Context: an optimization exercise on an open-source flow, tuned for small area. The choices shown serve that exercise and are no tape-out recipe. Function was checked by simulation only, so behaviour that the tests miss may differ from the original. Power is estimated from default activity; no workload was simulated.

### flow/run.sh
#!/bin/bash
# synth_recipe.tcl (not shown) runs the flow's synth.tcl, then flattens the netlist and writes it again
# the make line also repeats each setting of config.mk as NAME=value (left out here)
make -C /OpenROAD-flow-scripts/flow DESIGN_CONFIG=/design/flow/config.mk WORK_HOME=/design/flow/orfs CLKGATE_MAP_FILE= SYNTH_SCRIPT=/design/flow/synth_recipe.tcl finish
### flow/design.v
module fbr_add #(parameter int W = 8)
(
    input  logic [W-1:0] a,
    input  logic [W-1:0] b,
    input  logic         ci,
    output logic [W-1:0] s,
    output logic         co
);
    logic [W:0] c;
    assign c[0] = ci;
    genvar i;
    generate
        for (i = 0; i < W; i = i + 1) begin : g_bit
            assign {c[i+1], s[i]} = a[i] + b[i] + c[i];
        end
    endgenerate
    assign co = c[W];
endmodule
module fbr_sum_eq #(parameter int W = 8, parameter logic [W-1:0] K = '0)
(
    input  logic [W-1:0] a,
    input  logic [W-1:0] b,
    input  logic         ci,
    output logic         eq
);
    logic [W-1:0] x;    
    logic [W-1:0] ok;
    assign x = a ^ b ^ K;
    assign ok[0] = (x[0] == ci);
    genvar i;
    generate
        for (i = 1; i < W; i = i + 1) begin : g_bit
            assign ok[i] = (((a[i-1] & b[i-1]) | (x[i-1] & (a[i-1] ^ b[i-1]))) == x[i]);
        end
    endgenerate
    assign eq = &ok;
endmodule
module fb_read_control #
(
    parameter int BURST_SIZE = 48,
    parameter int PIXEL_SIZE = 24,
    parameter int MEMORY_WIDTH = 128,
    parameter int VOUT_WIDTH = 1280,
    parameter int VOUT_HEIGHT = 720,
    parameter int VOUT_H_FRONT_PORCH = 110,
    parameter int VOUT_H_SYNC_WIDTH = 40,
    parameter int VOUT_H_BACK_PORCH = 220,
    parameter int VOUT_V_FRONT_PORCH = 5,
    parameter int VOUT_V_SYNC_WIDTH = 5,
    parameter int VOUT_V_BACK_PORCH = 20,
    parameter BACKGROUND_TYPE = "GRADIENT"
)
(
    input  logic                    rstn_i,
    input  logic                    vout_clk_i,
    output logic                    vout_hsync_o,
    output logic                    vout_vsync_o,
    output logic                    vout_de_o,
    output logic [7:0]              vout_r_o,
    output logic [7:0]              vout_g_o,
    output logic [7:0]              vout_b_o,
    output logic [10:0]             vout_h_count_o,
    output logic [9:0]              vout_v_count_o,
    input  logic [9:0]              vin_width_i,
    input  logic [8:0]              vin_height_i,
    input  logic [10:0]             vout_width_i,
    input  logic [9:0]              vout_height_i,
    input  logic [PIXEL_SIZE-1:0]   vout_bg_color_i,
    output logic                    vout_buf_data_req_o,
    output logic [8:0]              vout_buf_rd_line_o,
    output logic [9:0]              vout_buf_rd_pixel_o,
    output logic [9:0]              vout_buf_rd_word_o,
    input  logic                    vout_buf_rd_complete_i,
    output logic                    vout_frame_update_o,
    output logic                    vout_buf_rd_en_o,
    input  logic [23:0]             vout_buf_rd_data_i
);
logic [10:0] h;
logic [9:0]  v;
assign vout_h_count_o = h;
assign vout_v_count_o = v;
wire h_last = (h == 11'd1649);
wire v_last = (v == 10'd749);
wire h_zero = (h == 11'd0);
logic [10:0] h_inc;
logic [9:0]  v_inc;
logic        h_co, v_co;
fbr_add #(11) u_h_inc (.a(h), .b(11'd0), .ci(1'b1), .s(h_inc), .co(h_co));
fbr_add #(10) u_v_inc (.a(v), .b(10'd0), .ci(1'b1), .s(v_inc), .co(v_co));
always_ff @(posedge vout_clk_i or negedge rstn_i) begin
    if (!rstn_i) begin
        h <= 0;
        v <= 0;
        vout_frame_update_o <= 0;
    end else begin
        vout_frame_update_o <= h_last & v_last;
        if (h_last) begin
            h <= 0;
            v <= v_last ? 10'd0 : v_inc;
        end else begin
            h <= h_inc;
        end
    end
end
assign vout_hsync_o = (h >= 11'd111) && (h <= 11'd150);
assign vout_vsync_o = ((v == 10'd5) && (h >= 11'd111)) || ((v >= 10'd6) && (v <= 10'd9)) ||
                      ((v == 10'd10) && (h <= 11'd110));
assign vout_de_o = ((h >= 11'd371) && (v >= 10'd30)) || (h_zero && ((v >= 10'd31) || vout_frame_update_o));
logic in_v;
logic active;
logic v_hit, h_hit;
wire [9:0]  qv = {1'b0, vout_height_i[9:1]};
wire [10:0] qh = {1'b0, vout_width_i[10:1]};
fbr_sum_eq #(10, 10'd389)  u_v_hit (.a(v), .b(in_v ? ~qv : qv), .ci(in_v | vout_height_i[0]), .eq(v_hit));
fbr_sum_eq #(11, 11'd1009) u_h_hit (.a(h), .b(active ? ~qh : qh), .ci(active | vout_width_i[0]), .eq(h_hit));
logic [10:0] xcnt;
logic [9:0]  cx;
logic [9:0]  ycnt;
logic [8:0]  cy;
logic        first_line;
logic        prev_active;
logic        rd_pending;
logic [10:0] xsum, xdif;
logic        xinc, xs_co;
fbr_add #(11) u_xsum (.a(xcnt), .b({1'b0, vin_width_i}), .ci(1'b0), .s(xsum), .co(xs_co));
fbr_add #(11) u_xdif (.a(xsum), .b(~vout_width_i), .ci(1'b1), .s(xdif), .co(xinc));
logic [10:0] ysum, ydif;
logic        yinc, ys_co;
fbr_add #(11) u_ysum (.a({1'b0, ycnt}), .b({2'b00, vin_height_i}), .ci(1'b0), .s(ysum), .co(ys_co));
fbr_add #(11) u_ydif (.a(ysum), .b(~{1'b0, vout_height_i}), .ci(1'b1), .s(ydif), .co(yinc));
logic [9:0] cx_inc;
logic [8:0] cy_inc;
logic       cx_co, cy_co;
fbr_add #(10) u_cx_inc (.a(cx), .b(10'd0), .ci(1'b1), .s(cx_inc), .co(cx_co));
fbr_add #(9)  u_cy_inc (.a(cy), .b(9'd0), .ci(1'b1), .s(cy_inc), .co(cy_co));
always_ff @(posedge vout_clk_i or negedge rstn_i) begin
    if (!rstn_i) begin
        in_v <= 0;
        active <= 0;
        prev_active <= 0;
    end else begin
        prev_active <= active;
        if (h_last) in_v <= in_v ^ v_hit;
        if (active) active <= !h_hit;
        else        active <= in_v & h_hit;
    end
end
always_ff @(posedge vout_clk_i) begin
    rd_pending <= !active || xinc;
    first_line <= !in_v;
    if (active) begin
        xcnt <= xinc ? xdif : xsum;
        if (xinc) cx <= cx_inc;
    end else begin
        xcnt <= 0;
        if (in_v) cx <= 0;
    end
    if (in_v) begin
        if (h_zero && !first_line) begin
            ycnt <= yinc ? ydif[9:0] : ysum[9:0];
            if (yinc) cy <= cy_inc;
        end
    end else begin
        ycnt <= 0;
        cy <= 0;
    end
end
assign vout_buf_rd_en_o = active && rd_pending;
logic       rd_busy;
logic [5:0] m;
logic [5:0] m3, m_next, m_dec;
logic       m3_co, mn_co, md_co;
assign vout_buf_rd_pixel_o = {m, 4'b0000};
fbr_add #(6) u_m3   (.a({1'b0, m[5:1]}), .b(m), .ci(1'b0), .s(m3), .co(m3_co));
assign vout_buf_rd_word_o  = {2'b00, m3_co, m3, m[0]};
fbr_add #(6) u_mnext (.a(m), .b(6'd3), .ci(1'b0), .s(m_next), .co(mn_co));
fbr_add #(6) u_mdec  (.a(m), .b(6'h3F), .ci(1'b0), .s(m_dec), .co(md_co));
logic more, more_co;
logic [10:0] more_s;
fbr_add #(11) u_more (.a({1'b0, vin_width_i}), .b(~{mn_co, m_next, 4'b0000}), .ci(1'b0), .s(more_s), .co(more));
wire at_burst_end = (m != 0) && (cx[3:0] == 4'hF) && (cx[9:4] == m_dec);
always_ff @(posedge vout_clk_i or negedge rstn_i) begin
    if (!rstn_i) begin
        rd_busy <= 0;
        m <= 0;
        vout_buf_rd_line_o <= 0;
        vout_buf_data_req_o <= 0;
    end else begin
        vout_buf_data_req_o <= 0;
        if (!rd_busy) begin
            if (in_v) begin
                if (h == 11'd110) begin
                    vout_buf_rd_line_o <= cy;
                    m <= 0;
                    vout_buf_data_req_o <= 1;
                    rd_busy <= 1;
                end else if ((h >= 11'd110) && (m == 0)) begin
                    vout_buf_rd_line_o <= cy;
                    m <= 6'd3;
                    vout_buf_data_req_o <= 1;
                    rd_busy <= 1;
                end else if (at_burst_end && more) begin
                    vout_buf_rd_line_o <= cy;
                    m <= m_next;
                    vout_buf_data_req_o <= 1;
                    rd_busy <= 1;
                end
            end
        end else if (vout_buf_rd_complete_i) begin
            rd_busy <= 0;
        end
    end
end
logic [23:0] bg;
logic [23:0] bg_next;
logic [7:0]  hv;
logic        hv_co;
logic [2:0]  bg_co;
fbr_add #(8) u_hv (.a(h[7:0]), .b(v[7:0]), .ci(1'b0), .s(hv), .co(hv_co));
fbr_add #(8) u_bg0 (.a(vout_bg_color_i[7:0]),   .b(hv), .ci(1'b0), .s(bg_next[7:0]),   .co(bg_co[0]));
fbr_add #(8) u_bg1 (.a(vout_bg_color_i[15:8]),  .b(hv), .ci(1'b0), .s(bg_next[15:8]),  .co(bg_co[1]));
fbr_add #(8) u_bg2 (.a(vout_bg_color_i[23:16]), .b(hv), .ci(1'b0), .s(bg_next[23:16]), .co(bg_co[2]));
assign {vout_r_o, vout_g_o, vout_b_o} = prev_active ? vout_buf_rd_data_i : bg;
always_ff @(posedge vout_clk_i or negedge rstn_i) begin
    if (!rstn_i) begin
        bg <= 0;
    end else begin
        bg <= bg_next;
    end
end
endmodule
### flow/config.mk
export PLATFORM = sky130hd
export DESIGN_NAME = fb_read_control
export DESIGN_NICKNAME = fb_read_control
export VERILOG_FILES = /design/flow/design.v
export SDC_FILE = /design/flow/constraint.sdc
export NUM_CORES = 4
export LEC_CHECK = 0
export CAP_MARGIN = 20
export CORE_MARGIN = 2
export CORE_UTILIZATION = 40
export SLEW_MARGIN = 20
### flow/constraint.sdc
create_clock -name core_clock -period 8.0 [get_ports {vout_clk_i}]
set_input_delay 1.6000 -clock core_clock [delete_from_list [all_inputs] [get_ports {vout_clk_i}]]
set_output_delay 1.6000 -clock core_clock [all_outputs]
set_load 0.01 [all_outputs]
==> results of run 1 <==
-- layer usage --
metal  share of wire, %  wire, µm  track usage, %
met1                 46      7760            22.6
met3                5.3       893            4.10
met4                1.2       207            3.51
met5                  0         0               0
met2                 47      8000            28.7
-- cells in the final DEF (no fill, tap or decap), drive strengths merged, types with 3 or more instances in the layout --
cell type	Yosys	final
nor2	25	25
fa	64	64
edfxtp	10	10
and2	30	30
mux2i	10	10
dfxtp	32	32
clkdlybuf4s50	0	163
nand3	9	9
a21oi	18	18
ha	83	83
mux2	34	34
buf	14	5
dfrtp	66	66
inv	132	136
o21ai	23	23
and4b	3	3
and3	3	3
nor3	8	8
clkinv	0	3
xor2	33	33
a21o	8	8
clkbuf	15	9
nor2b	4	4
xnor2	26	26
conb	1	6
a22o	4	4
or4	3	3
nand2b	3	3
a211oi	8	8
nand2	46	46
nand4	6	6
nor4	5	5
-- kinds of logic (layout without fill, tap and decap cells) --
family,count (synthesis),in the layout,share of synthesized area [%]
AO/OA/AOI/OAI,72,72,5.91
XOR/XNOR,59,59,6.70
adder cells (fa/ha/maj),147,147,29.6
buffers and inverters,161,316,8.23
flip-flops,108,108,33.1
multiplexers,44,44,6.36
other,1,6,0.0479
AND/OR/NAND/NOR,152,152,10.0
-- synthesized netlist by cell type (2+ instances only) --
master / count
sky130_fd_sc_hd__and3_1: 3
sky130_fd_sc_hd__nand3_1: 9
sky130_fd_sc_hd__nor3b_1: 2
sky130_fd_sc_hd__nor2b_1: 4
sky130_fd_sc_hd__or4_1: 2
sky130_fd_sc_hd__and4b_1: 3
sky130_fd_sc_hd__buf_1: 3
sky130_fd_sc_hd__mux2i_1: 10
sky130_fd_sc_hd__dfxtp_1: 32
sky130_fd_sc_hd__nor3_1: 8
sky130_fd_sc_hd__and2_1: 30
sky130_fd_sc_hd__xnor2_1: 25
sky130_fd_sc_hd__o21ai_0: 23
sky130_fd_sc_hd__ha_1: 83
sky130_fd_sc_hd__o2111ai_1: 2
sky130_fd_sc_hd__nand4_1: 6
sky130_fd_sc_hd__a22o_1: 4
sky130_fd_sc_hd__xor2_1: 33
sky130_fd_sc_hd__nor4_1: 5
sky130_fd_sc_hd__a21o_1: 8
sky130_fd_sc_hd__mux2_4: 4
sky130_fd_sc_hd__a211oi_1: 8
sky130_fd_sc_hd__fa_1: 64
sky130_fd_sc_hd__edfxtp_1: 10
sky130_fd_sc_hd__nor2_1: 25
sky130_fd_sc_hd__buf_4: 8
sky130_fd_sc_hd__or3_1: 2
sky130_fd_sc_hd__clkbuf_1: 15
sky130_fd_sc_hd__nand2_1: 46
sky130_fd_sc_hd__a21oi_1: 18
sky130_fd_sc_hd__mux2_2: 29
sky130_fd_sc_hd__buf_2: 2
sky130_fd_sc_hd__dfrtp_1: 66
sky130_fd_sc_hd__nand2b_1: 3
sky130_fd_sc_hd__inv_1: 132
-- worst max-delay path: stages --
cell	delay, ns
sky130_fd_sc_hd__clkdlybuf4s50_1	0.43
sky130_fd_sc_hd__ha_1	0.22
sky130_fd_sc_hd__fa_1	0.48
sky130_fd_sc_hd__fa_1	0.41
sky130_fd_sc_hd__fa_1	0.39
sky130_fd_sc_hd__inv_1	0.08
sky130_fd_sc_hd__fa_1	0.16
sky130_fd_sc_hd__inv_1	0.05
sky130_fd_sc_hd__fa_1	0.38
sky130_fd_sc_hd__fa_1	0.42
sky130_fd_sc_hd__fa_1	0.42
sky130_fd_sc_hd__fa_1	0.43
sky130_fd_sc_hd__fa_1	0.44
sky130_fd_sc_hd__fa_1	0.42
sky130_fd_sc_hd__fa_1	0.42
sky130_fd_sc_hd__nand2_1	0.07
sky130_fd_sc_hd__o21ai_0	0.09
sky130_fd_sc_hd__buf_4	0.22
-- worst paths after layout --
| check | startpoint | end | slack (ns) |
|---|---|---|---|
| hold / removal | cy[1] | cy[1] | 0.49 |
| setup / recovery | vin_width_i[0] | cx[0] | 0.96 |
| hold reg to reg | cy[1] | cy[1] | 0.49 |
| max in group asynchronous | rstn_i | m[4] | 6.06 |
| setup reg to reg | xcnt[0] | cx[0] | 2.37 |
| min in group asynchronous | rstn_i | v[8] | 1.36 |
-- registers in the layout (all words and copies together), names as in the netlist --
| register | cells |
|---|---|
| prev_active | 1 |
| h | 11 |
| vout_buf_rd_line_o | 9 |
| rd_busy | 1 |
| cy | 9 |
| vout_buf_data_req_o | 1 |
| ycnt | 10 |
| vout_frame_update_o | 1 |
| cx | 10 |
| bg | 24 |
| xcnt | 11 |
| m | 6 |
| rd_pending | 1 |
| first_line | 1 |
| active | 1 |
| v | 10 |
| in_v | 1 |
-- power by group --
| group | total [mW] | switching, mW | internal [mW] |
|---|---|---|---|
| logic | 0.178 | 0.0765 | 0.102 |
| clock network | 0.453 | 0.233 | 0.220 |
| registers | 0.560 | 0.00244 | 0.558 |
| total | 1.19 | 0.312 | 0.880 |
-- stage by stage --
step	std cells	utilization [%]	cell area [µm²]	setup slack (ns)	hold WS, ns
6_report	1169	51.7	9990	0.964	0.487
5_1_grt	1169	51.7	9990	0.731	0.505
4_1_cts	1169	51.7	9990	0.949	0.487
3_5_place_dp	1153	50.2	9700	0.565	0.475
3_3_place_gp	1153	50.2	9700	0.700	0.467
2_1_floorplan	749	-	7850	0.805	0.366
-- area by class of cell --
cell class,count,area [µm²]
fill,1812,9340
clock inverter,7,66.3
inverter,132,495
clock buffer,9,225
sequential,108,2590
timing repair buffer,168,1670
tap,265,332
multi-input combinational,480,4610
==> results.json, run 1 <==
{
  "clock_latency_ns": 0.36,
  "cts.reportedPaths.clkPinSlew_ns": 0.08,
  "postSynthAreaPerCell_um2": 10.5,
  "timing.max_slew.rel_slack_pct": 36.0,
  "synth_area_leader_cell": "sky130_fd_sc_hd__dfrtp_1",
  "layout-drive-gt1-share_pct": 6.42,
  "cts_tree": "built",
  "synthDominantCellAreaShare_pct": 21.1,
  "timing.hold.worst.class": "flip-flop to flip-flop",
  "routability_congestion_estimate": 0.791,
  "via_per_inst": 4.65,
  "leftover_overflow_at_the_end_of_global_routing": 0,
  "grt_setup_unrepaired": "no",
  "data_required_time_at_the_worst_endpoint_ns": 8.12,
  "floorplan.die.height_um": 144,
  "ctsHtreeMaxLevel": 3,
  "power-per-cell-area_nw_per_um2": 119,
  "r2r_depth": 17,
  "kind_of_start_point_of_the_critical_path": "input pin",
  "detail_route.first_pass.iterations": 4,
  "design_power_total_mw": 1.19,
  "core_area_um2": 19300,
  "clock_sinks": 108,
  "hold_violations_final": 0,
  "dp.final_hpwl_mm": 13.4,
  "fin_skew_ns": 0.00768,
  "ant_nets": 0,
  "initial_core_util_pct": 40.5,
  "status": "finished clean",
  "first_iter_violations": 139,
  "maxClockFrequency_mhz": 142,
  "average_wire_per_standard_cell_um": 14.4,
  "cts_hold_buf": 0,
  "synth_sequential_area_ratio_pct": 33.1,
  "synth-edff-count": 10,
  "area_growth_pct": 27.6,
  "report.final.setup_viol": 0,
  "routed_wirelength_mm": 16.9,
  "cts-buffers-inserted": 9,
  "fin_tns_setup_ns": 0,
  "worst_ir_drop_vdd_uv": 95.5,
  "die_x_um": 144,
  "grt_util_all_layers_pct": 17.1,
  "via_count_of_the_first_global_routing_pass": 5455,
  "drt_drc_violations_left": 0,
  "dr_total_vias": 5432,
  "power.leakage_nw": 4.46,
  "grt_start_max_net_pins": 67,
  "synth_ff_type": "sky130_fd_sc_hd__dfrtp_1",
  "final.period_utilization_pct": 87.9,
  "async_flop_share_pct": 61.1,
  "syn_area_um2": 7830,
  "global_route_wire_length_before_repair_mm": 27.5,
  "path_class": "input pin to flip-flop",
  "floorplan.io_pins": 171,
  "hold_path_depth": 2,
  "buffer_ports.inserted": 164,
  "synth_cell_type_count": 52,
  "yosys_register_bits": 108,
  "worstPathMaxFanout": 10,
  "worstSetupEndpointType": "flip-flop",
  "timing.max_cap.violations": 0,
  "post_synth_main_area_contributors": "sky130_fd_sc_hd__dfrtp_1 21%, sky130_fd_sc_hd__fa_1 16%, sky130_fd_sc_hd__ha_1 13%",
  "number_of_antenna_violations_at_the_first_check_in_global_routing": 0,
  "finish.net_count": 1137,
  "tightest_slew_ns": 0.960,
  "slew_viol_final": 0,
  "min_period_ns": 7.04,
  "cts_resized": 0,
  "ctsRootBufferMaster": "sky130_fd_sc_hd__clkbuf_16",
  "row_count": 51,
  "synthesized_netlist_cell_count": 744,
  "critPathArrivalTime_ns": 7.15,
  "yosys_warnings": 1,
  "insertedDiodeCount": 0,
  "postCtsSetupBuffers": 0,
  "dieArea_um2": 20700,
  "max-clock-path-buffers": 2
}
==> run 2, diff against run 1 <==
--- a/flow/design.v
+++ b/flow/design.v
@@ -120,14 +120,17 @@
 logic        first_line;
 logic        prev_active;
 logic        rd_pending;
-logic [10:0] xsum, xdif;
-logic        xinc, xs_co;
-fbr_add #(11) u_xsum (.a(xcnt), .b({1'b0, vin_width_i}), .ci(1'b0), .s(xsum), .co(xs_co));
-fbr_add #(11) u_xdif (.a(xsum), .b(~vout_width_i), .ci(1'b1), .s(xdif), .co(xinc));
-logic [10:0] ysum, ydif;
-logic        yinc, ys_co;
-fbr_add #(11) u_ysum (.a({1'b0, ycnt}), .b({2'b00, vin_height_i}), .ci(1'b0), .s(ysum), .co(ys_co));
-fbr_add #(11) u_ydif (.a(ysum), .b(~{1'b0, vout_height_i}), .ci(1'b1), .s(ydif), .co(yinc));
+logic [10:0] acc, addend, modulus;
+assign acc     = xcnt | ({1'b0, ycnt} & {11{~active}});
+assign addend  = active ? {1'b0, vin_width_i} : {2'b00, vin_height_i};
+assign modulus = active ? vout_width_i : {1'b0, vout_height_i};
+logic [10:0] bsum, bdif, bnext;
+logic        binc, bs_co;
+fbr_add #(11) u_bsum (.a(acc), .b(addend), .ci(1'b0), .s(bsum), .co(bs_co));
+fbr_add #(11) u_bdif (.a(bsum), .b(~modulus), .ci(1'b1), .s(bdif), .co(binc));
+assign bnext = binc ? bdif : bsum;
+wire xinc = binc;
+wire yinc = binc;
 logic [9:0] cx_inc;
 logic [8:0] cy_inc;
 logic       cx_co, cy_co;
@@ -149,7 +152,7 @@
     rd_pending <= !active || xinc;
     first_line <= !in_v;
     if (active) begin
-        xcnt <= xinc ? xdif : xsum;
+        xcnt <= bnext;
         if (xinc) cx <= cx_inc;
     end else begin
         xcnt <= 0;
@@ -157,7 +160,7 @@
     end
     if (in_v) begin
         if (h_zero && !first_line) begin
-            ycnt <= yinc ? ydif[9:0] : ysum[9:0];
+            ycnt <= bnext[9:0];
             if (yinc) cy <= cy_inc;
         end
     end else begin
@@ -168,17 +171,16 @@
 assign vout_buf_rd_en_o = active && rd_pending;
 logic       rd_busy;
 logic [5:0] m;
-logic [5:0] m3, m_next, m_dec;
-logic       m3_co, mn_co, md_co;
+logic [5:0] m3, m_next;
+logic       m3_co, mn_co;
 assign vout_buf_rd_pixel_o = {m, 4'b0000};
 fbr_add #(6) u_m3   (.a({1'b0, m[5:1]}), .b(m), .ci(1'b0), .s(m3), .co(m3_co));
 assign vout_buf_rd_word_o  = {2'b00, m3_co, m3, m[0]};
 fbr_add #(6) u_mnext (.a(m), .b(6'd3), .ci(1'b0), .s(m_next), .co(mn_co));
-fbr_add #(6) u_mdec  (.a(m), .b(6'h3F), .ci(1'b0), .s(m_dec), .co(md_co));
-logic more, more_co;
-logic [10:0] more_s;
-fbr_add #(11) u_more (.a({1'b0, vin_width_i}), .b(~{mn_co, m_next, 4'b0000}), .ci(1'b0), .s(more_s), .co(more));
-wire at_burst_end = (m != 0) && (cx[3:0] == 4'hF) && (cx[9:4] == m_dec);
+logic more;
+logic [6:0] more_s;
+fbr_add #(7) u_more (.a({1'b0, vin_width_i[9:4]}), .b(~{mn_co, m_next}), .ci(|vin_width_i[3:0]), .s(more_s), .co(more));
+wire at_burst_end = (cx[3:0] == 4'hF) && !cx_co && (cx_inc[9:4] == m);
 always_ff @(posedge vout_clk_i or negedge rstn_i) begin
     if (!rstn_i) begin
         rd_busy <= 0;
@@ -220,12 +222,17 @@
 fbr_add #(8) u_bg0 (.a(vout_bg_color_i[7:0]),   .b(hv), .ci(1'b0), .s(bg_next[7:0]),   .co(bg_co[0]));
 fbr_add #(8) u_bg1 (.a(vout_bg_color_i[15:8]),  .b(hv), .ci(1'b0), .s(bg_next[15:8]),  .co(bg_co[1]));
 fbr_add #(8) u_bg2 (.a(vout_bg_color_i[23:16]), .b(hv), .ci(1'b0), .s(bg_next[23:16]), .co(bg_co[2]));
-assign {vout_r_o, vout_g_o, vout_b_o} = prev_active ? vout_buf_rd_data_i : bg;
-always_ff @(posedge vout_clk_i or negedge rstn_i) begin
-    if (!rstn_i) begin
-        bg <= 0;
-    end else begin
-        bg <= bg_next;
-    end
+logic bg_valid;
+wire  show_bg = bg_valid & ~prev_active;
+assign {vout_r_o, vout_g_o, vout_b_o} = ({24{prev_active}} & vout_buf_rd_data_i) | ({24{show_bg}} & bg);
+always_ff @(posedge vout_clk_i or negedge rstn_i) begin
+    if (!rstn_i) begin
+        bg_valid <= 0;
+    end else begin
+        bg_valid <= 1;
+    end
+end
+always_ff @(posedge vout_clk_i) begin
+    bg <= bg_next;
 end
 endmodule
==> results.json, run 2 <==
{
  "floorplan.io_pins": 171,
  "critical-path-slowest-cell": "sky130_fd_sc_hd__fa_1",
  "buffer_ports.inserted": 164,
  "row_count": 48,
  "num-fill-cells": 1557,
  "fin_skew_ns": 0.0113,
  "largest_register": "bg",
  "slew_viol_final": 0,
  "p_sw_share_pct": 24.8,
  "dp_slack_ns": -0.380,
  "routability_congestion_estimate": 0.842,
  "power-per-cell-area_nw_per_um2": 128,
  "maxClockFrequency_mhz": 130,
  "async_flop_share_pct": 39.4,
  "startpoint": "vin_width_i[0]",
  "status": "finished clean",
  "hold_path_end": "ycnt[7]",
  "post_synth_main_area_contributors": "sky130_fd_sc_hd__dfxtp_1 16%, sky130_fd_sc_hd__dfrtp_1 15%, sky130_fd_sc_hd__ha_1 14%",
  "intPower_mw": 0.902,
  "synth_ff_type": "sky130_fd_sc_hd__dfxtp_1",
  "timing.max_slew.rel_slack_pct": 38.3,
  "post_synth_most_frequent_cells": "79 x sky130_fd_sc_hd__ha_1, 74 x sky130_fd_sc_hd__inv_1, 56 x sky130_fd_sc_hd__dfxtp_1, 47 x sky130_fd_sc_hd__fa_1, 43 x sky130_fd_sc_hd__dfrtp_1",
  "via_count_of_the_first_global_routing_pass": 5251,
  "syn_area_um2": 7180,
  "max_reg_flops": 24,
  "cts_tree": "built",
  "worstPathMaxFanout": 6,
  "worstPathCellList": "clkdlybuf4s50_1 -> mux2_2 -> ha_1 -> inv_1 -> fa_1 -> fa_2 -> fa_2 -> fa_1 -> fa_2 -> fa_1 -> fa_1 -> fa_1 -> fa_1 -> inv_1 -> fa_1 -> inv_1 -> fa_2 -> mux2_2 -> mux2i_1 -> nor2_1",
  "cts_hold_buf": 0,
  "timing.max_cap.violations": 0,
  "detail_route.first_pass.iterations": 4,
  "report.final.setup_viol": 0,
  "rrSetupSlack_ns": 1.44,
  "ctsRootBufferMaster": "sky130_fd_sc_hd__clkbuf_16",
  "r2r_start": "active",
  "grt_setup_unrepaired": "no",
  "synth_area_leader_cell": "sky130_fd_sc_hd__dfxtp_1",
  "hold_violations_final": 0,
  "ant_nets": 0,
  "p_sw_mw": 0.297,
  "worst_hold_startpoint": "ycnt[7]",
  "place_inst": 1037,
  "critPathArrivalTime_ns": 7.91,
  "dr_total_vias": 5165,
  "seq_power_share_pct": 47.2,
  "synthesized_netlist_cell_count": 663,
  "ctsHtreeMaxLevel": 3,
  "synth-edff-count": 10,
  "core_area_um2": 17400,
  "clock_sinks": 109,
  "layout-drive-gt1-share_pct": 7.13,
  "synthDominantCellAreaShare_pct": 15.6,
  "postCtsSetupBuffers": 0,
  "worst_ir_drop_vdd_uv": 98.3,
  "cts.reportedPaths.clkPinSlew_ns": 0.07,
  "path_class": "input pin to flip-flop",
  "power.leakage_nw": 4.11,
  "global_route_wire_length_before_repair_mm": 27.9,
  "max-clock-path-buffers": 2,
  "stdcell_area_um2": 9380,
  "first_iter_violations": 190,
  "synth_sequential_area_ratio_pct": 34.8,
  "final.period_utilization_pct": 96.2,
  "routed_wirelength_mm": 17.6,
  "min_period_ns": 7.69,
  "clock_latency_ns": 0.35,
  "number_of_antenna_violations_at_the_first_check_in_global_routing": 0,
  "grt_util_all_layers_pct": 19.4,
  "post_layout_nonfiller_instances": 1054,
  "yosys_warnings": 1,
  "finish.net_count": 1040,
  "hold_path_depth": 2,
  "worstSetupEndpointType": "flip-flop",
  "cts-buffers-inserted": 9,
  "data_required_time_at_the_worst_endpoint_ns": 8.21,
  "postPlaceCellArea_um2": 9050,
  "die_x_um": 138,
  "timing.critical_path.slowest_cell_delay_ns": 0.57,
  "floorplan.die.height_um": 138,
  "dp.final_hpwl_mm": 13.8,
  "postSynthAreaPerCell_um2": 10.8,
  "most_numerous_cell_in_the_yosys_netlist": "sky130_fd_sc_hd__ha_1",
  "kind_of_start_point_of_the_critical_path": "input pin",
  "final.hold.worst_slack_ns": 0.499,
  "leftover_overflow_at_the_end_of_global_routing": 0,
  "average_wire_per_standard_cell_um": 16.7,
  "yosys_register_bits": 109,
  "drt_drc_violations_left": 0,
  "synth_cell_type_count": 48,
  "tightest_slew_ns": 0.918,
  "mostFrequentLayoutCells": "163 x sky130_fd_sc_hd__clkdlybuf4s50_1, 79 x sky130_fd_sc_hd__ha_1, 74 x sky130_fd_sc_hd__inv_1",
  "via_per_inst": 4.90,
  "grt_start_max_net_pins": 46,
  "final_critical_path_setup_slack_ns": 0.307,
  "worstReg2RegEnd": "ycnt[6]",
  "initial_core_util_pct": 41.2,
  "area_growth_pct": 30.6,
  "p_comb_share_pct": 13.6,
  "power.clock.fraction_pct": 39.2,
  "leading_registers_by_flop_count": "bg x24, h x11, xcnt x11",
  "dieArea_um2": 19000,
  "design_power_total_mw": 1.20,
  "timing.hold.worst.class": "flip-flop to flip-flop",
  "cp_common_cell": "sky130_fd_sc_hd__fa_1",
  "layout.cells.most_common": "sky130_fd_sc_hd__clkdlybuf4s50_1",
  "r2r_depth": 19
}
run 2: cell count changes after synthesis, moves of 18 or more:
cell	before	now
sky130_fd_sc_hd__dfxtp_1	32	56
sky130_fd_sc_hd__mux2_2	29	11
sky130_fd_sc_hd__nand2_1	46	23
sky130_fd_sc_hd__a22o_1	4	26
sky130_fd_sc_hd__dfrtp_1	66	43
sky130_fd_sc_hd__mux2i_1	10	38
sky130_fd_sc_hd__inv_1	132	74
run 2: per-stage QoR:
| step | setup TNS, ns | utilization (%) |
|---|---|---|
| finish | 0 | 53.9 |
| global placement | -9.63 | 51.9 |
| CTS | 0 | 53.7 |
| floorplan | 0 | - |
| global route | 0 | 53.9 |
| detailed placement | -12.38 | 52.0 |
run 2: repair_timing:
action | 4_1_cts | 5_1_grt
pin swaps | 0 | 1
setup endpoints to repair | 11 | 35
resized for setup | 1 | 7
run 2: how the worst max path moves through the flow:
stage                     depth (start not counted)  slack, ns  endpoint
after detailed placement                         20      -0.38     cx[7]
after global placement                           20      -0.30     cx[8]
after floorplan                                  19       0.06     cx[0]
after CTS                                        20       0.07   ycnt[4]
after global routing                             20       0.04   ycnt[6]
final                                            20       0.31   ycnt[6]
run 2: critical path, delay by kind of cell:
kind,cells,cell delay [ns]
adder cells (fa/ha/maj),12,4.93
AND/OR/NAND/NOR,1,0.05
buffers and inverters,4,0.69
multiplexers,3,0.64
run 2: logic make-up (layout without fill, tap and decap cells):
kind of cell | after synthesis | in the layout | synth area share, %
compound gates | 86 | 86 | 8.73
mux | 51 | 51 | 7.44
xor+xnor | 56 | 56 | 6.83
buf+inv | 106 | 266 | 6.15
flops | 109 | 109 | 34.8
simple gates | 127 | 127 | 9.11
fa+ha+maj | 126 | 126 | 26.9
other cells | 2 | 8 | 0.105
run 2: final cells by class:
type | instances | area (µm²) | area share [%]
Antenna cell | 1 | 2.50 | 0.0267
Sequential cell | 109 | 2500 | 26.6
Tap cell | 225 | 282 | 3.00
Clock inverter | 5 | 43.8 | 0.467
Timing Repair Buffer | 175 | 1730 | 18.4
Multi-Input combinational cell | 453 | 4280 | 45.7
Inverter | 75 | 282 | 3.00
Clock buffer | 11 | 264 | 2.81
run 2: power groups by stage:
stage          registers [mW]  logic [mW]  clock network (mW)
6_report                0.565       0.163               0.470
3_3_place_gp            0.578       0.160                   0
2_1_floorplan           0.576      0.0770                   0
5_1_grt                 0.566       0.182               0.503
3_5_place_dp            0.577       0.163                   0
4_1_cts                 0.565       0.165               0.484
run 2: routing by layer:
layer	global-route usage, %	vias up	part of all wire, %
li1	-	2547	-
met1	28.1	2447	48
met5	0	-	0
met4	5.61	0	1.4
met2	30.4	154	44
met3	2.56	17	5.7
==> run 3, diff against run 2 <==
==> flow/flow/run.sh (new file) <==
#!/bin/bash
# Standard ORFS layout with two changes: port buffers use the smallest buffer cell, and clock tree
# synthesis inserts no dummy loads. Each tool's output goes to its own log here and under orfs/logs.
set -euo pipefail
export BUFFER_PORTS_ARGS="-buffer_cell sky130_fd_sc_hd__buf_1"
export CTS_ARGS="-sink_clustering_enable -repair_clock_nets -dont_use_dummy_load"
bash standard.sh > standard_flow.log 2>&1
==> flow/standard.sh (new file) <==
#!/bin/bash
# synth_recipe.tcl (not shown) runs the flow's synth.tcl, then flattens the netlist and writes it again
# the make line also repeats each setting of config.mk as NAME=value (left out here)
make -C /OpenROAD-flow-scripts/flow DESIGN_CONFIG=/design/flow/config.mk WORK_HOME=/design/flow/orfs CLKGATE_MAP_FILE= SYNTH_SCRIPT=/design/flow/synth_recipe.tcl "${@:-finish}"
removed: flow/run.sh
==> results.json, run 3 <==
{
  "cts_hold_buf": 0,
  "average_wire_per_standard_cell_um": 16.1,
  "status": "finished clean",
  "leading_registers_by_flop_count": "bg x24, h x11, xcnt x11",
  "first_iter_violations": 198,
  "insertedDiodeCount": 0,
  "stdcell_area_um2": 8260,
  "critical-path-slowest-cell": "sky130_fd_sc_hd__fa_1",
  "maxClockFrequency_mhz": 132,
  "tightest_slew_ns": 0.849,
  "final.period_utilization_pct": 94.6,
  "floorplan.io_pins": 171,
  "cp_common_cell": "sky130_fd_sc_hd__fa_1",
  "async_flop_share_pct": 39.4,
  "yosys_register_bits": 109,
  "leftover_overflow_at_the_end_of_global_routing": 0,
  "buffer_ports.inserted": 164,
  "drt_drc_violations_left": 0,
  "grt_setup_unrepaired": "no",
  "path_class": "input pin to flip-flop",
  "most_numerous_cell_in_the_yosys_netlist": "sky130_fd_sc_hd__ha_1",
  "row_count": 48,
  "worstPathCellList": "buf_1 -> mux2_2 -> ha_1 -> inv_1 -> fa_1 -> fa_1 -> fa_1 -> fa_1 -> fa_1 -> fa_1 -> fa_1 -> fa_1 -> fa_1 -> inv_1 -> fa_1 -> inv_1 -> fa_1 -> buf_4 -> mux2i_2 -> buf_4",
  "die_x_um": 138,
  "area_growth_pct": 15.0,
  "fin_tns_setup_ns": 0,
  "postPlaceCellArea_um2": 8030,
  "yosys_warnings": 1,
  "ant_nets": 0,
  "cts_resized": 0,
  "cts_tree": "built",
  "core_area_um2": 17400,
  "via_count_of_the_first_global_routing_pass": 4981,
  "synth_cell_type_count": 48,
  "global_route_wire_length_before_repair_mm": 26.6,
  "initial_core_util_pct": 41.2,
  "detail_route.first_pass.iterations": 4,
  "postCtsSetupBuffers": 0,
  "max-clock-path-buffers": 2,
  "slew_viol_final": 0,
  "fin_skew_ns": 0.0163,
  "critPathArrivalTime_ns": 7.62,
  "syn_area_um2": 7180,
  "max_reg_flops": 24,
  "post_synth_main_area_contributors": "sky130_fd_sc_hd__dfxtp_1 16%, sky130_fd_sc_hd__dfrtp_1 15%, sky130_fd_sc_hd__ha_1 14%",
  "grt_start_max_net_pins": 44,
  "ctsHtreeMaxLevel": 3,
  "worst_ir_drop_vdd_uv": 99.3,
  "timing.max_cap.violations": 0,
  "dieArea_um2": 19000,
  "worstPathMaxFanout": 8,
  "grt_util_all_layers_pct": 18.5,
  "data_required_time_at_the_worst_endpoint_ns": 8.05,
  "min_period_ns": 7.56,
  "synthesized_netlist_cell_count": 663,
  "gr-usage-met2_pct": 29.1,
  "timing.max_slew.rel_slack_pct": 43.0,
  "timing.critical_path.buf_inv": 6,
  "synth_sequential_area_ratio_pct": 34.8,
  "number_of_antenna_violations_at_the_first_check_in_global_routing": 1,
  "via_per_inst": 4.87,
  "kind_of_start_point_of_the_critical_path": "input pin",
  "dr_total_vias": 5103,
  "synth-edff-count": 10,
  "layout-drive-gt1-share_pct": 5.60,
  "hold_violations_final": 0,
  "power-per-cell-area_nw_per_um2": 130,
  "clock_sinks": 109,
  "timing.critical_path.slowest_cell_delay_ns": 0.51,
  "cts.reportedPaths.clkPinSlew_ns": 0.06,
  "timing.hold.worst.class": "flip-flop to flip-flop",
  "finish.net_count": 1041,
  "postSynthAreaPerCell_um2": 10.8,
  "cts-buffers-inserted": 9,
  "routability_congestion_estimate": 0.827,
  "top_usage_layer": "met2",
  "worstSetupEndpointType": "flip-flop",
  "routed_wirelength_mm": 16.9,
  "worst_path_dominant_cell_family": "adder cells",
  "dp.final_hpwl_mm": 13.4,
  "grt_util_met1_pct": 26.5,
  "globalRouteMet3Util_pct": 3.80,
  "mostFrequentLayoutCells": "163 x sky130_fd_sc_hd__buf_1, 79 x sky130_fd_sc_hd__ha_1, 74 x sky130_fd_sc_hd__inv_1",
  "post_synth_most_frequent_cells": "79 x sky130_fd_sc_hd__ha_1, 74 x sky130_fd_sc_hd__inv_1, 56 x sky130_fd_sc_hd__dfxtp_1, 47 x sky130_fd_sc_hd__fa_1, 43 x sky130_fd_sc_hd__dfrtp_1",
  "clock_latency_ns": 0.35,
  "synth_ff_type": "sky130_fd_sc_hd__dfxtp_1",
  "layout.cells.most_common": "sky130_fd_sc_hd__buf_1",
  "power.leakage_nw": 3.66,
  "largest_register": "bg",
  "synthDominantCellAreaShare_pct": 15.6,
  "report.final.setup_viol": 0,
  "ctsRootBufferMaster": "sky130_fd_sc_hd__clkbuf_16",
  "floorplan.die.height_um": 138,
  "synth_area_leader_cell": "sky130_fd_sc_hd__dfxtp_1"
}
[run 3: cell families (layout without fill, tap and decap cells)]
group                    Yosys count  count (layout)  share of synthesized area [%]
multiplexers                      51              51                           7.44
other                              2               7                          0.105
flip-flops                       109             109                           34.8
adder cells (fa/ha/maj)          126             126                           26.9
XOR/XNOR                          56              56                           6.83
AO/OA/AOI/OAI                     86              86                           8.73
buffers and inverters            106             260                           6.15
AND/OR/NAND/NOR                  127             127                           9.11
[run 3: through the flow]
step / setup slack (ns) / total power, mW / hold WS [ns] / std cells / util [%]
finish: 0.435 / 1.07 / 0.503 / 1047 / 47.4
global route: 0.169 / 1.13 / 0.526 / 1047 / 47.4
CTS: 0.390 / 1.09 / 0.501 / 1047 / 47.4
detailed placement: 0.0277 / 0.701 / 0.488 / 1038 / 46.1
global placement: 0.118 / 0.699 / 0.482 / 1038 / 46.1
floorplan: 0.0646 / 0.653 / 0.430 / 668 / -
[run 3: layer usage]
layer	up-vias	wire (µm)
met5	-	18
met4	2	180
met3	14	909
met2	141	7440
met1	2412	8320
li1	2534	-
[run 3: tightest hold or removal path: cells and delay by family, from the launching register on]
family,cells,cell delay (ns)
simple gates,1,0.09
flops,1,0.31
compound gates,1,0.05
[run 3: power breakdown]
group | leakage [nW] | switching [mW] | internal [mW] | total, mW
combinational | 2.44 | 0.0670 | 0.0549 | 0.122
clock | 0.111 | 0.188 | 0.199 | 0.388
sequential | 1.10 | 0.00287 | 0.562 | 0.565
total | 3.66 | 0.258 | 0.816 | 1.07
[run 3: final timing paths]
| check | cells after the start | to | slack (ns) | start |
|---|---|---|---|---|
| setup reg to reg | 19 | cx[4] | 1.26 | active |
| setup / recovery | 20 | cx[4] | 0.44 | vin_width_i[0] |
| hold reg to reg | 2 | ycnt[7] | 0.50 | ycnt[7] |
| max in group asynchronous | 2 | rd_busy | 6.22 | rstn_i |
| min in group asynchronous | 2 | vout_buf_rd_line_o[1] | 1.33 | rstn_i |
| hold / removal | 2 | ycnt[7] | 0.50 | ycnt[7] |
[run 3: layout make-up]
type | instances | area [µm²]
fillers | 1704 | 9160
multi-input cells | 453 | 4270
flip-flops and latches | 109 | 2500
repair buffers | 176 | 707
inverters | 75 | 282
well taps | 225 | 282
clock buffers | 9 | 225
==> run 4, diff against run 3 <==
==> flow/flow/run.sh (replaced) <==
#!/bin/bash
# Standard ORFS layout with two changes: port buffers use the smallest buffer cell, and clock tree
# synthesis uses small clock buffers and inserts no dummy loads. Each tool's output goes to its
# own log here and under orfs/logs.
set -euo pipefail
export BUFFER_PORTS_ARGS="-buffer_cell sky130_fd_sc_hd__buf_1"
export CTS_ARGS="-sink_clustering_enable -repair_clock_nets -dont_use_dummy_load -buf_list {sky130_fd_sc_hd__clkbuf_4 sky130_fd_sc_hd__clkbuf_8}"
bash standard.sh > standard_flow.log 2>&1
==> results.json, run 4 <==
{
  "status": "finished clean",
  "design_power_total_mw": 0.963,
  "synth_sequential_area_ratio_pct": 34.8,
  "leading_registers_by_flop_count": "bg x24, h x11, xcnt x11",
  "layout-drive-gt1-share_pct": 5.60,
  "dp.final_hpwl_mm": 13.4,
  "stdcell_area_um2": 8160,
  "most_numerous_cell_in_the_yosys_netlist": "sky130_fd_sc_hd__ha_1",
  "post_synth_main_area_contributors": "sky130_fd_sc_hd__dfxtp_1 16%, sky130_fd_sc_hd__dfrtp_1 15%, sky130_fd_sc_hd__ha_1 14%",
  "synth_area_in_compound_gates_pct": 8.73,
  "synthMuxAreaShare_pct": 7.44,
  "slew_viol_final": 0,
  "cts-buffers-inserted": 9,
  "area_growth_pct": 13.6,
  "tightest_slew_ns": 0.885,
  "synth_area_leader_cell": "sky130_fd_sc_hd__dfxtp_1",
  "grt_util_all_layers_pct": 18.4,
  "global_route_wire_length_before_repair_mm": 26.5,
  "timing.max_cap.violations": 0,
  "startpoint": "vin_width_i[0]",
  "post_synth_most_frequent_cells": "79 x sky130_fd_sc_hd__ha_1, 74 x sky130_fd_sc_hd__inv_1, 56 x sky130_fd_sc_hd__dfxtp_1, 47 x sky130_fd_sc_hd__fa_1, 43 x sky130_fd_sc_hd__dfrtp_1",
  "leftover_overflow_at_the_end_of_global_routing": 0,
  "data_required_time_at_the_worst_endpoint_ns": 8.09,
  "synth_simple_gate_area_share_pct": 9.11,
  "clock_sinks": 109,
  "worstReg2RegEnd": "cx[5]",
  "p_sw_mw": 0.244,
  "largest_register": "bg",
  "number_of_antenna_violations_at_the_first_check_in_global_routing": 1,
  "num-fill-cells": 1720,
  "max_reg_flops": 24,
  "critical-path-slowest-cell": "sky130_fd_sc_hd__fa_1",
  "finish.net_count": 1041,
  "synthXorXnorAreaFrac_pct": 6.83,
  "async_flop_share_pct": 39.4,
  "intPower_mw": 0.719,
  "worst_path_dominant_cell_family": "adder cells",
  "report.final.setup_viol": 0,
  "routed_wirelength_mm": 16.8,
  "via_per_inst": 4.87,
  "row_count": 48,
  "ctsHtreeMaxLevel": 3,
  "min_period_ns": 7.53,
  "final.hold.worst_slack_ns": 0.507,
  "critical_path_cell_count": 20,
  "drt_drc_violations_left": 0,
  "place_inst": 1038,
  "synth_ff_type": "sky130_fd_sc_hd__dfxtp_1",
  "detail_route.first_pass.iterations": 4,
  "final.period_utilization_pct": 94.1,
  "core_area_um2": 17400,
  "synth_cell_type_count": 48,
  "timing.hold.worst.class": "flip-flop to flip-flop",
  "synth-edff-count": 10,
  "r2r_start": "active",
  "hold_violations_final": 0,
  "postSynthAreaPerCell_um2": 10.8,
  "maxClockFrequency_mhz": 133,
  "initial_core_util_pct": 41.2,
  "seq_power_share_pct": 58.7,
  "yosys_register_bits": 109,
  "grt_setup_unrepaired": "no",
  "max-clock-path-buffers": 2,
  "p_sw_share_pct": 25.4,
  "insertedDiodeCount": 0,
  "cts_tree": "built",
  "cts_hold_buf": 0,
  "power.leakage_nw": 3.61,
  "clock_latency_ns": 0.38,
  "first_iter_violations": 195,
  "cts.reportedPaths.clkPinSlew_ns": 0.09,
  "grt_start_max_net_pins": 44,
  "die_x_um": 138,
  "hold_path_depth": 2,
  "r2r_depth": 19,
  "ctsRootBufferMaster": "sky130_fd_sc_hd__clkbuf_8",
  "power.clock.fraction_pct": 28.7,
  "post_layout_nonfiller_instances": 1047,
  "synthesized_netlist_cell_count": 663,
  "worst_ir_drop_vdd_uv": 74.9,
  "critPathArrivalTime_ns": 7.61,
  "postPlaceCellArea_um2": 8030,
  "kind_of_start_point_of_the_critical_path": "input pin",
  "timing.critical_path.buf_inv": 6,
  "synthDominantCellAreaShare_pct": 15.6,
  "timing.max_slew.rel_slack_pct": 40.6,
  "cts_resized": 0,
  "via_count_of_the_first_global_routing_pass": 4988,
  "fin_tns_setup_ns": 0,
  "worstPathMaxFanout": 8,
  "yosys.area_share.adder_pct": 26.9,
  "floorplan.io_pins": 171,
  "yosys_warnings": 1,
  "power-per-cell-area_nw_per_um2": 118,
  "worst_setup_path_endpoint": "cx[5]",
  "ant_nets": 0,
  "worstSetupEndpointType": "flip-flop",
  "synth_top_family_by_area": "adder cells",
  "fin_skew_ns": 0.0296,
  "dr_total_vias": 5099,
  "average_wire_per_standard_cell_um": 16.0,
  "floorplan.die.height_um": 138,
  "layout.cells.most_common": "sky130_fd_sc_hd__buf_1",
  "path_class": "input pin to flip-flop",
  "worstPathCellList": "buf_1 -> mux2_2 -> ha_1 -> inv_1 -> fa_1 -> fa_1 -> fa_1 -> fa_1 -> fa_1 -> fa_1 -> fa_1 -> fa_1 -> fa_1 -> inv_1 -> fa_1 -> inv_1 -> fa_1 -> buf_4 -> mux2i_2 -> buf_4",
  "rrSetupSlack_ns": 1.26,
  "buffer_ports.inserted": 164,
  "mostFrequentLayoutCells": "163 x sky130_fd_sc_hd__buf_1, 79 x sky130_fd_sc_hd__ha_1, 74 x sky130_fd_sc_hd__inv_1",
  "syn_area_um2": 7180,
  "routability_congestion_estimate": 0.827,
  "p_comb_share_pct": 12.7,
  "postCtsSetupBuffers": 0,
  "dieArea_um2": 19000,
  "cp_common_cell": "sky130_fd_sc_hd__fa_1",
  "timing.critical_path.slowest_cell_delay_ns": 0.51
}
run 4: tightest hold or removal path, stage by stage (launching register included):
cell and delay (ns):
sky130_fd_sc_hd__dfxtp_1 0.32, sky130_fd_sc_hd__nor2_1 0.09, sky130_fd_sc_hd__a211oi_1 0.05
run 4: power by group through the flow:
stage               clock network [mW]  logic, mW  registers, mW
global route                     0.309      0.141          0.566
global placement                     0      0.122          0.577
floorplan                            0     0.0770          0.576
finish                           0.276      0.122          0.565
CTS                              0.291      0.125          0.565
detailed placement                   0      0.124          0.577
run 4: layout make-up:
type	count	area [µm²]	share of cell area, %
Clock buffer	9	124	1.52
Inverter	75	282	3.45
Multi-Input combinational cell	453	4270	52.3
Sequential cell	109	2500	30.6
Tap cell	225	282	3.45
Timing Repair Buffer	176	707	8.67
run 4: cell families (layout without fill, tap and decap cells):
family                     after synthesis  in the layout
muxes                                   51             51
AOI/OAI and AO/OA                       86             86
and+or+nand+nor                        127            127
other                                    2              7
buffers and inverters                  106            260
DFF                                    109            109
xor gates and xnor gates                56             56
adders and majority gates              126            126
run 4: stage by stage:
step / worst slack, ns / utilization, %
after floorplan: 0.0646 / -
after global placement: 0.118 / 46.1
after detailed placement: 0.0277 / 46.1
after CTS: 0.426 / 46.8
after global routing: 0.201 / 46.8
final: 0.474 / 46.8
run 4: worst min path at each step:
stage / slack, ns / to / start
final: 0.51 / ycnt[7] / ycnt[7]
after global routing: 0.53 / vout_buf_rd_line_o[2] / vout_buf_rd_line_o[2]
after CTS: 0.51 / ycnt[9] / ycnt[9]
after detailed placement: 0.49 / ycnt[9] / ycnt[9]
after global placement: 0.48 / ycnt[3] / ycnt[3]
after floorplan: 0.43 / prev_active / active
run 4: per-layer routing:
metal | GRT usage (%) | wire length [µm]
met1 | 26.3 | 8270
met2 | 29.2 | 7470
met3 | 3.69 | 849
met4 | 3.63 | 183
met5 | 0 | 17
==> run 5, diff against run 4 <==
==> flow/flow/run.sh (replaced) <==
#!/bin/bash
# Layout flow: the standard ORFS flow (standard.sh) with these changes:
#  - port buffers use the smallest buffer cell (buf_1);
#  - clock tree synthesis uses clkbuf_4/clkbuf_8 and inserts no dummy loads;
#  - after the standard synthesis, flow/polarity.py removes inverters around full-adder cells
#    (it only rewires combinational cells; registers are untouched). The rewritten netlist is
#    proven equal to the synthesized one (flip-flops cut into ports, SAT miter); if the proof
#    fails, the synthesized netlist is used as it is.
# Each tool writes its full output to its own log file in this folder.
set -euo pipefail
export BUFFER_PORTS_ARGS="-buffer_cell sky130_fd_sc_hd__buf_1"
export CTS_ARGS="-sink_clustering_enable -repair_clock_nets -dont_use_dummy_load -buf_list {sky130_fd_sc_hd__clkbuf_4 sky130_fd_sc_hd__clkbuf_8}"
R=orfs/results/${FLOW_PLATFORM:-sky130hd}/fb_read_control/base

bash standard.sh synth > synth.log 2>&1
cp "$R/1_2_yosys.v" synth_netlist.v

python3 flow/polarity.py synth_netlist.v polarity_netlist.v > polarity.log 2>&1
python3 flow/cutff.py synth_netlist.v eq_gold.v > cutff.log 2>&1
python3 flow/cutff.py polarity_netlist.v eq_gate.v >> cutff.log 2>&1
LIB=$FLOW_HOME/platforms/sky130hd/lib/sky130_fd_sc_hd__tt_025C_1v80.lib
if yosys -p "read_liberty -overwrite -ignore_miss_func $LIB; read_verilog eq_gold.v; rename fb_read_control gold; read_verilog eq_gate.v; rename fb_read_control gate; hierarchy -check; flatten; miter -equiv -flatten -make_outputs gold gate miter; hierarchy -top miter; sat -verify -prove trigger 0 miter" > equiv.log 2>&1; then
  echo "polarity netlist proven equal; using it" >> polarity.log
  cp polarity_netlist.v "$R/1_2_yosys.v"
  rm -f "$R/1_synth.odb" "$R/1_synth.sdc"
else
  echo "polarity netlist NOT proven equal; keeping the synthesized netlist" >> polarity.log
fi

bash standard.sh > standard_flow.log 2>&1
==> flow/flow/cutff.py (new file) <==
#!/usr/bin/env python3
"""Turn a mapped netlist combinational: each flip-flop becomes input ports for its outputs and
output ports for its inputs, named after the flip-flop. usage: cutff.py IN.v OUT.v"""
import re, sys
src = open(sys.argv[1]).read()
CELL_RE = re.compile(r"^(\s*)(sky130_fd_sc_hd__\w+)\s+(\S+)\s*\((.*?)\);", re.S | re.M)
ports_in, ports_out, assigns = [], [], []
def clean(n): return re.sub(r"[^A-Za-z0-9_]", "_", n)
def fmt(n): return n + " " if n.startswith("\\") else n
out = []; last = 0
for m in CELL_RE.finditer(src):
    typ = m.group(2).split("__")[1]
    out.append(src[last:m.start()]); last = m.end()
    if not re.match(r"(df|edf|sdf|dl)", typ):
        out.append(src[m.start():m.end()]); continue
    name = clean(m.group(3))
    for p, n in re.findall(r"\.(\w+)\(\s*(.*?)\s*\)\s*(?:,|$)", m.group(4), re.S):
        if p == "CLK": continue
        pn = f"ff_{name}_{p}"
        if p in ("Q", "Q_N"):
            ports_in.append(pn); assigns.append(f"  assign {fmt(n)} = {pn};\n")
        else:
            ports_out.append(pn); assigns.append(f"  assign {pn} = {fmt(n)};\n")
out.append(src[last:])
text = "".join(out)
hdr = re.search(r"module fb_read_control\((.*?)\);", text, re.S)
newhdr = "module fb_read_control(" + hdr.group(1) + ", " + ", ".join(ports_in + ports_out) + ");\n"
decl = "".join(f"  input {p};\n" for p in ports_in) + "".join(f"  output {p};\n" for p in ports_out)
text = text[:hdr.start()] + newhdr + decl + text[hdr.end():]
end = text.rindex("endmodule")
text = text[:end] + "".join(assigns) + text[end:]
open(sys.argv[2], "w").write(text)
==> flow/flow/polarity.py (new file) <==
#!/usr/bin/env python3
"""Remove inverters around full-adder cells of a mapped sky130 netlist.

A full adder computes SUM = A^B^CIN and COUT = MAJ(A,B,CIN); fed with all three inputs inverted
it gives both outputs inverted. Yosys's adder extraction often leaves chains whose carries or
operands go through inverters. This script picks, for each fa cell, whether to feed it inverted
inputs, so that the number of inverters needed is smallest, and rewrites the netlist: every
inverter not on an output port is removed and at most one inverter per signal is put back.

usage: polarity.py IN.v OUT.v
"""
import re
import sys
from collections import defaultdict

OUT_PINS = {"X", "Y", "Q", "Q_N", "SUM", "COUT", "HI", "LO"}
CELL_RE = re.compile(r"^(\s*)(sky130_fd_sc_hd__\w+)\s+(\S+)\s*\((.*?)\);", re.S | re.M)
PIN_RE = re.compile(r"\.(\w+)\(\s*(.*?)\s*\)(?=\s*[,)]|\s*$)", re.S)


def parse_pins(body):
    pins = []
    for part in body.split("\n"):
        part = part.strip().rstrip(",")
        if not part:
            continue
        m = re.match(r"\.(\w+)\((.*)\)$", part)
        if not m:
            raise SystemExit(f"cannot parse pin: {part!r}")
        pins.append((m.group(1), m.group(2).strip()))
    return pins


def main():
    src = open(sys.argv[1]).read()
    out_path = sys.argv[2]

    out_ports = set()
    for m in re.finditer(r"^\s*output\s+(\[\d+:\d+\]\s+)?(\S+);", src, re.M):
        out_ports.add(m.group(2))

    def is_port_net(net):
        base = net.lstrip("\\").split("[")[0].strip()
        return base in out_ports

    cells = []
    for m in CELL_RE.finditer(src):
        typ = m.group(2).split("__")[1]
        cells.append({"span": m.span(), "indent": m.group(1), "type": typ, "name": m.group(3),
                      "pins": parse_pins(m.group(4))})

    def is_inv(c):
        return re.match(r"(clk)?inv_\d+$", c["type"]) is not None

    def is_fa(c):
        return re.match(r"fa_\d+$", c["type"]) is not None

    driver = {}
    for i, c in enumerate(cells):
        for p, n in c["pins"]:
            if p in OUT_PINS:
                driver[n] = (i, p)

    inv_in = {}
    for i, c in enumerate(cells):
        if is_inv(c):
            d = dict(c["pins"])
            inv_in[d["Y"]] = d["A"]

    def root(net):
        par = 0
        seen = set()
        while net in inv_in and net not in seen:
            seen.add(net)
            net = inv_in[net]
            par ^= 1
        return net, par

    # demands: (cell index or None for port, pin, root, parity)
    demands = []
    for i, c in enumerate(cells):
        if is_inv(c):
            continue
        for p, n in c["pins"]:
            if p in OUT_PINS:
                continue
            r, par = root(n)
            demands.append((i, p, r, par))
    # output ports driven through inverters keep their inverters (frozen roots)
    frozen = set()
    for n in list(inv_in):
        if is_port_net(n):
            frozen.add(root(n)[0])
    port_driven = set(n for n in driver if is_port_net(n))

    fa_idx = [i for i, c in enumerate(cells) if is_fa(c)]
    fa_out_root = {}
    for i in fa_idx:
        for p, n in cells[i]["pins"]:
            if p in ("SUM", "COUT"):
                fa_out_root[n] = i
    flippable = set(i for i in fa_idx
                    if not any((n if p in ("SUM", "COUT") else root(n)[0]) in frozen
                               or (p in ("SUM", "COUT") and n in port_driven)
                               for p, n in cells[i]["pins"]))

    by_root = defaultdict(list)
    for d in demands:
        by_root[d[2]].append(d)

    def cost(flip):
        total = 0
        for r, ds in by_root.items():
            if r in frozen:
                continue
            prod = flip.get(fa_out_root.get(r), 0)
            if any((par ^ flip.get(i, 0)) != prod for i, p, rr, par in ds):
                total += 1
        return total

    flip = {}
    best = cost(flip)
    start = best
    improved = True
    while improved:
        improved = False
        for i in sorted(flippable):
            flip[i] = 1 - flip.get(i, 0)
            c = cost(flip)
            if c < best:
                best = c
                improved = True
            else:
                flip[i] = 1 - flip[i]
        # pairs of adders joined by a carry
        for i in sorted(flippable):
            for p, n in cells[i]["pins"]:
                if p != "COUT":
                    continue
                for d in by_root.get(n, []):
                    j = d[0]
                    if j is None or j not in flippable or j == i:
                        continue
                    flip[i] = 1 - flip.get(i, 0)
                    flip[j] = 1 - flip.get(j, 0)
                    c = cost(flip)
                    if c < best:
                        best = c
                        improved = True
                    else:
                        flip[i] = 1 - flip[i]
                        flip[j] = 1 - flip[j]

    import random
    rng = random.Random(1)
    fl = sorted(flippable)
    for _ in range(200):
        trial = dict(flip)
        for i in rng.sample(fl, min(len(fl), rng.randint(1, 6))):
            trial[i] = 1 - trial.get(i, 0)
        tc = cost(trial)
        changed = True
        while changed:
            changed = False
            for i in fl:
                trial[i] = 1 - trial.get(i, 0)
                c = cost(trial)
                if c < tc:
                    tc = c
                    changed = True
                else:
                    trial[i] = 1 - trial[i]
        if tc < best:
            best, flip = tc, trial

    n_inv_before = sum(1 for c in cells if is_inv(c))
    n_frozen_inv = 0
    keep_inv = set()
    for i, c in enumerate(cells):
        if is_inv(c):
            d = dict(c["pins"])
            if root(d["Y"])[0] in frozen:
                keep_inv.add(i)
    n_frozen_inv = len(keep_inv)

    # rewrite
    def fmt(n):
        return n + " " if n.startswith("\\") else n

    new_nets = {}
    inv_lines = []
    indent = cells[0]["indent"] if cells else "  "

    def comp_net(r):
        if r not in new_nets:
            base = r.lstrip("\\").strip()
            nn = "\\" + base + "_pn "
            new_nets[r] = nn
            inv_lines.append(f"{indent}sky130_fd_sc_hd__inv_1 \\pol_inv_{len(new_nets)} (\n"
                             f"    .A({fmt(r)}),\n    .Y({nn})\n  );\n")
        return new_nets[r]

    pieces = []
    last = 0
    for i, c in enumerate(cells):
        a, b = c["span"]
        pieces.append(src[last:a])
        last = b
        if is_inv(c) and i not in keep_inv:
            continue
        if is_inv(c):
            pieces.append(src[a:b])
            continue
        f = flip.get(i, 0)
        pin_txt = []
        for p, n in c["pins"]:
            if p in OUT_PINS:
                pin_txt.append(f".{p}({fmt(n)})")
                continue
            r, par = root(n)
            if r in frozen:
                if f:
                    raise SystemExit("flipped cell reads a frozen signal")
                pin_txt.append(f".{p}({fmt(n)})")
                continue
            want = par ^ f
            prod = flip.get(fa_out_root.get(r), 0)
            pin_txt.append(f".{p}({fmt(r) if want == prod else comp_net(r)})")
        pieces.append(f"{c['indent']}sky130_fd_sc_hd__{c['type']} {c['name']} (\n    "
                      + ",\n    ".join(pin_txt) + "\n  );")
    pieces.append(src[last:])
    text = "".join(pieces)
    decl = "".join(f"  wire {nn};\n" for nn in new_nets.values())
    end = text.rindex("endmodule")
    text = text[:end] + "".join(inv_lines) + text[end:]
    # declare the new wires after the port list
    m = re.search(r"\);\n", text)
    text = text[:m.end()] + decl + text[m.end():]
    open(out_path, "w").write(text)
    print(f"inverters before {n_inv_before}, kept on ports {n_frozen_inv}, "
          f"needed before {start}, after {best}, adders flipped {sum(flip.values())}, "
          f"written {len(new_nets) + n_frozen_inv}")


if __name__ == "__main__":
    main()
==> results.json, run 5 <==
{
  "grt_util_all_layers_pct": 18.1,
  "timing.hold.worst.class": "flip-flop to flip-flop",
  "max-clock-path-buffers": 2,
  "power.leakage_nw": 3.49,
  "syn_area_um2": 7060,
  "path_class": "input pin to flip-flop",
  "ant_nets": 0,
  "floorplan.io_pins": 171,
  "max_reg_flops": 24,
  "initial_core_util_pct": 40.8,
  "final.period_utilization_pct": 94.5,
  "dieArea_um2": 18700,
  "report.final.setup_viol": 0,
  "largest_register": "bg",
  "status": "finished clean",
  "data_required_time_at_the_worst_endpoint_ns": 8.12,
  "grt_setup_unrepaired": "no",
  "via_per_inst": 4.87,
  "leftover_overflow_at_the_end_of_global_routing": 0,
  "tightest_slew_ns": 0.755,
  "slew_viol_final": 0,
  "leading_registers_by_flop_count": "bg x24, h x11, xcnt x11",
  "clock_latency_ns": 0.38,
  "power-per-cell-area_nw_per_um2": 119,
  "routability_congestion_estimate": 0.829,
  "grt_start_max_net_pins": 44,
  "ctsHtreeMaxLevel": 3,
  "layout-drive-gt1-share_pct": 5.70,
  "worstSetupEndpointType": "flip-flop",
  "floorplan.die.height_um": 137,
  "multiInputGateArea_um2": 4270,
  "row_count": 48,
  "dp.final_hpwl_mm": 13.0,
  "core_area_um2": 17300,
  "die_x_um": 137,
  "average_wire_per_standard_cell_um": 15.9,
  "area_growth_pct": 13.7,
  "mostFrequentLayoutCells": "163 x sky130_fd_sc_hd__buf_1, 79 x sky130_fd_sc_hd__ha_1, 56 x sky130_fd_sc_hd__dfxtp_1",
  "dr_total_vias": 4934,
  "buffer_ports.inserted": 164,
  "clock_sinks": 109,
  "postSynthAreaPerCell_um2": 11.2,
  "insertedDiodeCount": 0,
  "critPathArrivalTime_ns": 7.69,
  "cts_tree": "built",
  "min_period_ns": 7.56,
  "routed_wirelength_mm": 16.2,
  "seq_area_um2": 2500,
  "layout.cells.most_common": "sky130_fd_sc_hd__buf_1",
  "number_of_antenna_violations_at_the_first_check_in_global_routing": 0,
  "num-fill-cells": 1661,
  "first_iter_violations": 162,
  "final_core_utilization_pct": 46.4,
  "kind_of_start_point_of_the_critical_path": "input pin",
  "cts-buffers-inserted": 9,
  "fin_tns_setup_ns": 0,
  "via_count_of_the_first_global_routing_pass": 4862,
  "cts.reportedPaths.clkPinSlew_ns": 0.07,
  "cts_resized": 0,
  "hold_violations_final": 0,
  "finish.net_count": 1008,
  "synthesized_netlist_cell_count": 631,
  "fin_skew_ns": 0.0317,
  "detail_route.first_pass.iterations": 4,
  "timing.max_cap.violations": 0,
  "yosys_warnings": 1,
  "worstPathMaxFanout": 8,
  "postCtsSetupBuffers": 0,
  "timing.max_slew.rel_slack_pct": 49.7,
  "maxClockFrequency_mhz": 132,
  "ctsRootBufferMaster": "sky130_fd_sc_hd__clkbuf_8",
  "worst_ir_drop_vdd_uv": 73.0,
  "cts_hold_buf": 0,
  "drt_drc_violations_left": 0,
  "global_route_wire_length_before_repair_mm": 25.5
}
-- run 5: worst max-delay path, stage by stage --
cell,delay [ns]
sky130_fd_sc_hd__buf_1,0.08
sky130_fd_sc_hd__mux2_2,0.15
sky130_fd_sc_hd__ha_1,0.13
sky130_fd_sc_hd__inv_1,0.05
sky130_fd_sc_hd__fa_1,0.44
sky130_fd_sc_hd__fa_1,0.46
sky130_fd_sc_hd__fa_1,0.46
sky130_fd_sc_hd__fa_1,0.46
sky130_fd_sc_hd__fa_1,0.47
sky130_fd_sc_hd__fa_1,0.48
sky130_fd_sc_hd__fa_1,0.46
sky130_fd_sc_hd__fa_1,0.46
sky130_fd_sc_hd__fa_1,0.58
sky130_fd_sc_hd__inv_1,0.07
sky130_fd_sc_hd__fa_1,0.41
sky130_fd_sc_hd__inv_1,0.08
sky130_fd_sc_hd__fa_1,0.34
sky130_fd_sc_hd__buf_4,0.22
sky130_fd_sc_hd__mux2i_2,0.08
sky130_fd_sc_hd__buf_4,0.20
-- run 5: through the flow --
stage / cells / setup WS, ns / power, mW / hold slack [ns] / area (µm²)
after global placement: 1005 / 0.103 / 0.694 / 0.480 / 7910
after global routing: 1014 / 0.137 / 1.01 / 0.537 / 8030
final: 1014 / 0.438 / 0.953 / 0.507 / 8030
after floorplan: 636 / 0.0646 / 0.647 / 0.423 / 7090
after detailed placement: 1005 / 0.0264 / 0.694 / 0.485 / 7910
after CTS: 1014 / 0.409 / 0.969 / 0.505 / 8030
-- run 5: worst paths after layout --
check / endpoint / slack (ns) / depth (start not counted) / from
min in group asynchronous: vout_buf_rd_line_o[8] / 1.27 / 2 / rstn_i
max in group asynchronous: m[0] / 6.27 / 2 / rstn_i
hold reg to reg: ycnt[9] / 0.51 / 2 / ycnt[9]
hold / removal: ycnt[9] / 0.51 / 2 / ycnt[9]
setup reg to reg: cx[9] / 0.98 / 19 / active
setup / recovery: cx[9] / 0.44 / 20 / vin_width_i[0]
-- run 5: power breakdown --
part | leakage (nW) | total, mW | internal (mW) | switching [mW]
sequential | 1.10 | 0.565 | 0.562 | 0.00276
combinational | 2.32 | 0.115 | 0.0526 | 0.0624
clock | 0.0647 | 0.273 | 0.102 | 0.172
-- run 5: area by class of cell --
cell class	instances	area share [%]
Clock buffer	9	1.54
Inverter	43	2.01
Multi-Input combinational cell	453	53.1
Sequential cell	109	31.1
Tap cell	225	3.51
Timing Repair Buffer	175	8.71
-- run 5: metal layers --
layer  global-route usage, %  part of all wire, %  vias up
met5                       0                    0        -
met1                    23.7                   46     2325
met3                    4.07                  6.3       17
li1                        -                    -     2473
met2                    29.5                   47      119
met4                    5.96                  1.6        0

==> port drivers added, routing unchanged <==
Ports are ideal in the flow. The routed layouts listed here were re-timed in OpenROAD. Step 1 assumes that a clkbuf_16 drives the clock port and a buf_2 every other input. Step 2 adds t to the input delays and takes it off the output delays; t is the mean of the earliest and latest rising clock arrival at the registers after step 1. Input paths then give back, and output paths get back, about the clock's delay inside the block. a / b / c = no drivers / after step 1 / after step 2; a / b = the first two.
| run | shift t [ns] | setup slack, ns | hold slack, ns | latest minus earliest clock arrival (ns) |
|---|---|---|---|---|
| run 1 | 0.396 | 0.964 / 0.983 / 0.587 | 0.487 / 0.487 / 0.487 | 0.009 / 0.009 |
| run 2 | 0.391 | 0.307 / 0.324 / -0.067 | 0.499 / 0.499 / 0.499 | 0.011 / 0.011 |
| run 3 | 0.385 | 0.435 / 0.454 / 0.069 | 0.503 / 0.503 / 0.503 | 0.017 / 0.016 |
| run 4 | 0.406 | 0.474 / 0.487 / 0.080 | 0.507 / 0.507 / 0.507 | 0.029 / 0.029 |
| run 5 | 0.409 | 0.438 / 0.450 / 0.040 | 0.507 / 0.507 / 0.507 | 0.033 / 0.033 |
With both steps, setup timing fails in run 2, where it was met with ideal ports. The setup slack of run 5, which loses most, moves by +0.012 ns with the drivers and by -0.398 ns with both steps.
